This design comes from an exercise in tuning for small area on the open sky130 flow, not from production work. RTL that was checked went through simulation tests only; none was proved equivalent to the original.

## bb8_drive
module bb8_drive (
  input  logic              clock,
  input  logic              reset,    
  input  logic              run_en,
  input  logic signed [8:0] pitch_kP, pitch_kI, pitch_kD,
  input  logic signed [8:0] yaw_kP, yaw_kI, yaw_kD,
  input  logic signed [9:0] mpu_pitch, mpu_yaw,
  input  logic signed [8:0] set_pitch, set_yaw,
  output logic signed [9:0] target_speed_left, target_speed_right,
  output logic              step_l, dir_l,
  output logic              step_r, dir_r,
  output logic              en_n
);
export LEC_CHECK = 0
export CAP_MARGIN = 20
export CORE_MARGIN = 2
export CORE_UTILIZATION = 40
export SLEW_MARGIN = 20
export SYNTH_HIERARCHICAL = 1
create_clock -name core_clock -period 130.0 [get_ports {clock}]
standard.sh (not shown) runs the stock make flow with config.mk's settings and CLKGATE_MAP_FILE= SYNTH_SCRIPT=/design/flow/synth_recipe.tcl, a recipe that flattens the netlist after the stock synthesis.
==> flow/flow/run.sh <==
#!/bin/bash
# Own layout flow: the standard ORFS flow (standard.sh), with these
# changes, all to keep the cells the layout adds or upsizes small:
#  - after the standard synthesis, every combinational gate of the netlist is
#    set to its _1 drive strength (flow/downsize.py; flip-flops untouched);
#    repair_design upsizes again wherever slew or capacitance needs it;
#  - the buffer put on every input and output port is the smallest buffer,
#    sky130_fd_sc_hd__buf_1 (BUFFER_PORTS_ARGS);
#  - the buffers ABC inserts are removed at floorplan (REMOVE_ABC_BUFFERS=1)
#    and global placement is not timing driven, so it keeps no buffers of its
#    own (the clock period leaves > 50 ns of slack);
#  - clock tree: clkbuf_8 buffers and no dummy loads (CTS_ARGS).
# Synthesis itself, floorplan, power grid, taps and routing are the standard
# flow. Each tool's output goes to its own log here (flow_synth.log,
# flow_downsize.log, flow_make.log); each ORFS step also keeps its log under
# orfs/logs/.
set -euo pipefail
W=$(sed -n 's/.* WORK_HOME=\([^ ]*\) .*/\1/p' standard.sh | head -1 | tr -d "'\"")
R="$W/results/$FLOW_PLATFORM/bb8_drive/base"
bash standard.sh "$R/1_2_yosys.v" > flow_synth.log 2>&1
python3 flow/downsize.py "$R/1_2_yosys.v" \
  "$FLOW_HOME/platforms/$FLOW_PLATFORM/lib/sky130_fd_sc_hd__tt_025C_1v80.lib" > flow_downsize.log 2>&1
bash standard.sh \
  "BUFFER_PORTS_ARGS=-buffer_cell sky130_fd_sc_hd__buf_1" \
  REMOVE_ABC_BUFFERS=1 \
  GPL_TIMING_DRIVEN=0 \
  "CTS_ARGS=-sink_clustering_enable -repair_clock_nets -dont_use_dummy_load -buf_list sky130_fd_sc_hd__clkbuf_8" \
  finish > flow_make.log 2>&1
==> flow/flow/downsize.py <==
#!/usr/bin/env python3
"""Set every combinational gate of the synthesized netlist to its smallest
drive strength (_1).  ABC's mapping upsizes gates (for example each
one-gate AOI22 module maps to a22oi_2) although the clock period leaves more
than 50 ns of slack; repair_design later upsizes again wherever a slew or
capacitance limit needs it.  Flip-flops, buffers and clock cells are left
alone.  Usage: downsize.py NETLIST LIBERTY"""
import re
import sys

net, lib = sys.argv[1], sys.argv[2]
cells = set(re.findall(r'cell\s*\(\s*"?(sky130_fd_sc_hd__\w+)"?\s*\)', open(lib).read()))
text = open(net).read()
count = {}


def swap(m):
    name, base, size = m.group(0), m.group(1), m.group(2)
    if size in ('0', '1') or re.search(r'buf|clk|df|dl|sdf|edf|conb|tap|fill|decap|probe|lpflow', base):
        return name
    small = f"sky130_fd_sc_hd__{base}_1"
    if small not in cells:
        return name
    count[name] = count.get(name, 0) + 1
    return small


text = re.sub(r'(?m)(?<=^  )sky130_fd_sc_hd__(\w+?)_(\d+)(?= )', swap, text)
open(net, 'w').write(text)
for k, v in sorted(count.items()):
    print(f"{k}: {v} -> _1")
The first run produced a clean layout.
Then changed:
==> flow/flow/run.sh (replaced) <==
#!/bin/bash
# Own layout flow: the standard ORFS flow (standard.sh) with these
# settings changed, to keep the buffering the layout adds small:
#  - the buffer put on every input and output port is the smallest buffer,
#    sky130_fd_sc_hd__buf_1 (BUFFER_PORTS_ARGS); repair_design still fixes any
#    slew or capacitance it causes;
#  - the buffers ABC inserts are removed at floorplan (REMOVE_ABC_BUFFERS=1)
#    and global placement is not timing driven, so it keeps no buffers of its
#    own (the clock period leaves > 50 ns of slack);
#  - clock tree: clkbuf_8 buffers and no dummy loads (CTS_ARGS).
# Synthesis, floorplan, power grid, taps and routing are the standard flow.
# make's output goes to flow_make.log; each ORFS step keeps its own log under
# orfs/logs/.
set -euo pipefail
bash standard.sh \
  "BUFFER_PORTS_ARGS=-buffer_cell sky130_fd_sc_hd__buf_1" \
  REMOVE_ABC_BUFFERS=1 \
  GPL_TIMING_DRIVEN=0 \
  "CTS_ARGS=-sink_clustering_enable -repair_clock_nets -dont_use_dummy_load -buf_list sky130_fd_sc_hd__clkbuf_8" \
  finish > flow_make.log 2>&1
removed: flow/flow/downsize.py
What happened:
- worst setup slack got worse by 100 ps
- core utilization increases by 0.16 points
- register-to-register slack got worse by 280 ps
Then changed:
Settings changed: CORE_UTILIZATION 40 to 30, PLACE_DENSITY set to 0.4.
After rerunning:
- clock skew rises by 11 ps
- cell area climbs by 1.7%
- global-route usage came out lower by 3.7 points
Then changed:
==> flow/run.sh (new file) <==
#!/bin/bash
# synth_recipe.tcl (not shown) runs the flow's synth.tcl, then flattens the netlist and writes it again
# the make line also repeats each setting of config.mk as NAME=value (left out here)
make -C /OpenROAD-flow-scripts/flow DESIGN_CONFIG=/design/flow/config.mk WORK_HOME=/design/flow/orfs CLKGATE_MAP_FILE= SYNTH_SCRIPT=/design/flow/synth_recipe.tcl finish
Settings changed: CORE_UTILIZATION 30 to 40, PLACE_DENSITY 0.4 to not set.
removed: flow/flow/run.sh
removed: flow/standard.sh
Outcome: Core utilization went up by 12 points. Count of clock-buffer cells in the layout went up by 1. Die area went down by about 25%. Worst setup slack loses 580 ps. Non-clock buffer count went up by 9. Wire length went down by 13%.


Another version of the RTL of bb8_drive (not shown whole).
For scale: roughly 2800 cells after synthesis, roughly 180 flip-flops, ~120 I/O pins, about 0.027 mm^2 of cells after synthesis.
// bb8_drive
module bb8_drive (
  input  logic              clock,
  input  logic              reset,    
  input  logic              run_en,
  input  logic signed [8:0] pitch_kP, pitch_kI, pitch_kD,
  input  logic signed [8:0] yaw_kP, yaw_kI, yaw_kD,
  input  logic signed [9:0] mpu_pitch, mpu_yaw,
  input  logic signed [8:0] set_pitch, set_yaw,
  output logic signed [9:0] target_speed_left, target_speed_right,
  output logic              step_l, dir_l,
  output logic              step_r, dir_r,
  output logic              en_n
);
Settings: LEC_CHECK=0, ABC_AREA=1, CAP_MARGIN=20, CORE_MARGIN=2, CORE_UTILIZATION=40, SLEW_MARGIN=20, SYNTH_HIERARCHICAL=1; clock period 130.0 ns.
run.sh (not shown) runs the stock make flow with config.mk's settings and CLKGATE_MAP_FILE= SYNTH_SCRIPT=/design/flow/synth_recipe.tcl, a recipe that flattens the netlist after the stock synthesis.
Stock flow here: none of the scripts above is used.
The first run completed with no timing, DRC or antenna violations.
Next try:
Settings changed: ABC_AREA 1 to default.
After rerunning: Global-route usage is about the same. Setup slack got worse by 0.47 ns. Final cell count fell by 15%. Critical path depth fell by 11. Via count fell by 10%. Area after synthesis fell by 4.7%. Hold slack got worse by 0.0095 ns. Core utilization rose by 0.33 points. Design area fell by 3.7%. Clock-buffer cell count rose by 1.
Next try:
==> flow/flow/run.sh (new file) <==
#!/bin/bash
# Own layout flow: the standard ORFS flow, with two changes:
#  - the port buffers that global placement inserts are the smallest buffer
#    (sky130_fd_sc_hd__buf_1) instead of the one buffer_ports picks itself;
#  - after global routing, cells on paths with positive slack are downsized
#    (RECOVER_POWER=100), which undoes the upsizing done by ABC in synthesis.
# Everything else (synthesis, floorplan, power grid, taps, CTS, routing) is
# the standard flow unchanged.  The make output goes to flow_make.log; each
# ORFS step keeps its own log under orfs/logs/.
set -euo pipefail
bash standard.sh "BUFFER_PORTS_ARGS=-buffer_cell sky130_fd_sc_hd__buf_1" RECOVER_POWER=100 finish > flow_make.log 2>&1
==> flow/standard.sh (new file) <==
#!/bin/bash
# synth_recipe.tcl (not shown) runs the flow's synth.tcl, then flattens the netlist and writes it again
# the make line also repeats each setting of config.mk as NAME=value (left out here)
make -C /OpenROAD-flow-scripts/flow DESIGN_CONFIG=/design/flow/config.mk WORK_HOME=/design/flow/orfs CLKGATE_MAP_FILE= SYNTH_SCRIPT=/design/flow/synth_recipe.tcl "${@:-finish}"
removed: flow/run.sh
This time the run finished but failed the layout checks on capacitance limit, slew limit.
Worst setup slack is better by 0.21 ns.
Die area stays the same.
Hold slack stays flat.


bb8_drive, a different RTL version from the one above (not shown whole).
For scale: about 2300 cells after synthesis, ~180 flip-flops, ~120 I/O pins, about 0.025 sq mm of cells after synthesis.
clock: 130.0 ns
lec_check: 0
cap_margin: 20
core_margin: 2
core_utilization: 40
slew_margin: 20
synth_hierarchical: 1
standard.sh (not shown) runs the stock make flow with config.mk's settings and CLKGATE_MAP_FILE= SYNTH_SCRIPT=/design/flow/synth_recipe.tcl, a recipe that flattens the netlist after the stock synthesis.
==> flow/flow/run.sh <==
#!/bin/bash
# Own layout flow: the standard ORFS flow (standard.sh) unchanged except
# that the buffers global placement puts on every input and output port are
# the smallest buffer, sky130_fd_sc_hd__buf_1, instead of the cell
# buffer_ports picks by itself (clkdlybuf4s50_1).  repair_design still runs
# after it and fixes any slew or capacitance the small buffers cause.
# make's output goes to flow_make.log; each ORFS step keeps its own log under
# orfs/logs/.
set -euo pipefail
bash standard.sh "BUFFER_PORTS_ARGS=-buffer_cell sky130_fd_sc_hd__buf_1" finish > flow_make.log 2>&1
Change:
--- a/flow/config.mk
+++ b/flow/config.mk
@@ -9,4 +9,5 @@
 export CORE_MARGIN = 2
 export CORE_UTILIZATION = 40
+export CTS_BUF_LIST = sky130_fd_sc_hd__clkbuf_8
 export SLEW_MARGIN = 20
 export SYNTH_HIERARCHICAL = 1
Result: Design area fell by 0.80%. Utilization went down by 0.34 points. Non-clock buffer count came out lower by 1. Area after synthesis is unchanged. Register-to-register slack improved by 50 ps. Die area does not change. Via count barely changes. Worst setup slack improves by 38 ps.
No functional check of the RTL was part of any run of this note.


Another version of the RTL of bb8_drive (not shown whole).
For scale: about 2300 cells after synthesis, roughly 180 flip-flops, roughly 120 I/O pins, about 25000 sq um of cells after synthesis.
export LEC_CHECK = 0
export CAP_MARGIN = 5
export CORE_MARGIN = 2
export CORE_UTILIZATION = 40
export SLEW_MARGIN = 5
export SYNTH_HIERARCHICAL = 1
create_clock -name core_clock -period 130.0 [get_ports {clock}]
==> flow/flow/run.sh <==
#!/bin/bash
# Own layout flow: the standard ORFS flow (standard.sh) with these
# settings changed, to keep the buffering the layout adds small:
#  - the buffer put on every input and output port is the smallest buffer,
#    sky130_fd_sc_hd__buf_1 (BUFFER_PORTS_ARGS); repair_design still fixes any
#    slew or capacitance it causes;
#  - the buffers ABC inserts are removed at floorplan (REMOVE_ABC_BUFFERS=1)
#    and global placement is not timing driven, so it keeps no buffers of its
#    own (the clock period leaves > 50 ns of slack);
#  - clock tree: clkbuf_8 buffers and no dummy loads (CTS_ARGS).
# Synthesis, floorplan, power grid, taps and routing are the standard flow.
# make's output goes to flow_make.log; each ORFS step keeps its own log under
# orfs/logs/.
set -euo pipefail
bash standard.sh \
  "BUFFER_PORTS_ARGS=-buffer_cell sky130_fd_sc_hd__buf_1" \
  REMOVE_ABC_BUFFERS=1 \
  GPL_TIMING_DRIVEN=0 \
  "CTS_ARGS=-sink_clustering_enable -repair_clock_nets -dont_use_dummy_load -buf_list sky130_fd_sc_hd__clkbuf_8" \
  finish > flow_make.log 2>&1
The baseline completed without violations.
==> next run, changes <==
--- a/flow/config.mk
+++ b/flow/config.mk
@@ -6,7 +6,7 @@
 export NUM_CORES = 4
 export LEC_CHECK = 0
-export CAP_MARGIN = 5
+export CAP_MARGIN = 20
 export CORE_MARGIN = 2
 export CORE_UTILIZATION = 40
-export SLEW_MARGIN = 5
+export SLEW_MARGIN = 20
 export SYNTH_HIERARCHICAL = 1
What happened:
- die area does not change
- first-iteration DRC count is higher by a few percent
- worst setup slack gets better by 0.089 ns
- critical path depth does not change
- clock skew stays flat
- count of clock-buffer cells in the layout stays the same
- design area barely changes
- global-route usage hardly moves
- hold slack stays flat
- core utilization hardly moves
Function was not checked in any run of this note: the RTL went through the layout flow alone.

what the ideal ports hide:
The flow's constraints put no driver on any port. The routed layouts listed below were extracted and timed again, unchanged, in two steps. Step 1: set_driving_cell puts a clkbuf_16 on clock and a buf_2 on each other input, an assumption about the parent block. Step 2, shift: input delay + t, output delay - t, t = (earliest + latest rising clock arrival at the registers) / 2. This alone moves slack from input paths to output paths. a / b / c = ideal / step 1 / step 2; a / b = the first two.
run	t (ns)	slack for setup (ns)	worst setup path at the end	latest minus earliest clock arrival (ns)	worst register clock-pin slew, ns
the first run of note 1	0.528	55.396 / 55.376 / 55.376	input to output	0.059 / 0.059	0.11 / 0.11
the second run of note 1	0.596	55.297 / 55.274 / 55.274	input to output	0.056 / 0.056	0.11 / 0.11
the third run of note 1	0.586	55.155 / 55.133 / 55.133	input to output	0.068 / 0.067	0.12 / 0.12
the fourth run of note 1	0.504	54.575 / 54.548 / 54.548	input to output	0.012 / 0.013	0.08 / 0.08
the first run of note 2	0.546	52.220 / 52.184 / 52.184	input to output	0.026 / 0.027	0.09 / 0.09
the second run of note 2	0.557	51.750 / 51.727 / 51.727	input to output	0.011 / 0.011	0.08 / 0.08
the third run of note 2	0.552	51.956 / 51.930 / 51.930	input to output	0.015 / 0.015	0.08 / 0.08
the first run of note 3	0.548	52.204 / 52.176 / 52.176	input to output	0.013 / 0.013	0.08 / 0.08
the second run of note 3	0.611	52.242 / 52.214 / 52.214	input to output	0.023 / 0.023	0.11 / 0.11
the first run of note 4	0.561	52.341 / 52.318 / 52.318	input to output	0.034 / 0.034	0.10 / 0.10
the second run of note 4	0.558	52.431 / 52.409 / 52.409	input to output	0.035 / 0.036	0.10 / 0.10
For the first run of note 2, which loses most, drivers alone change the setup slack by -0.036 ns; drivers and shift together by -0.036 ns.
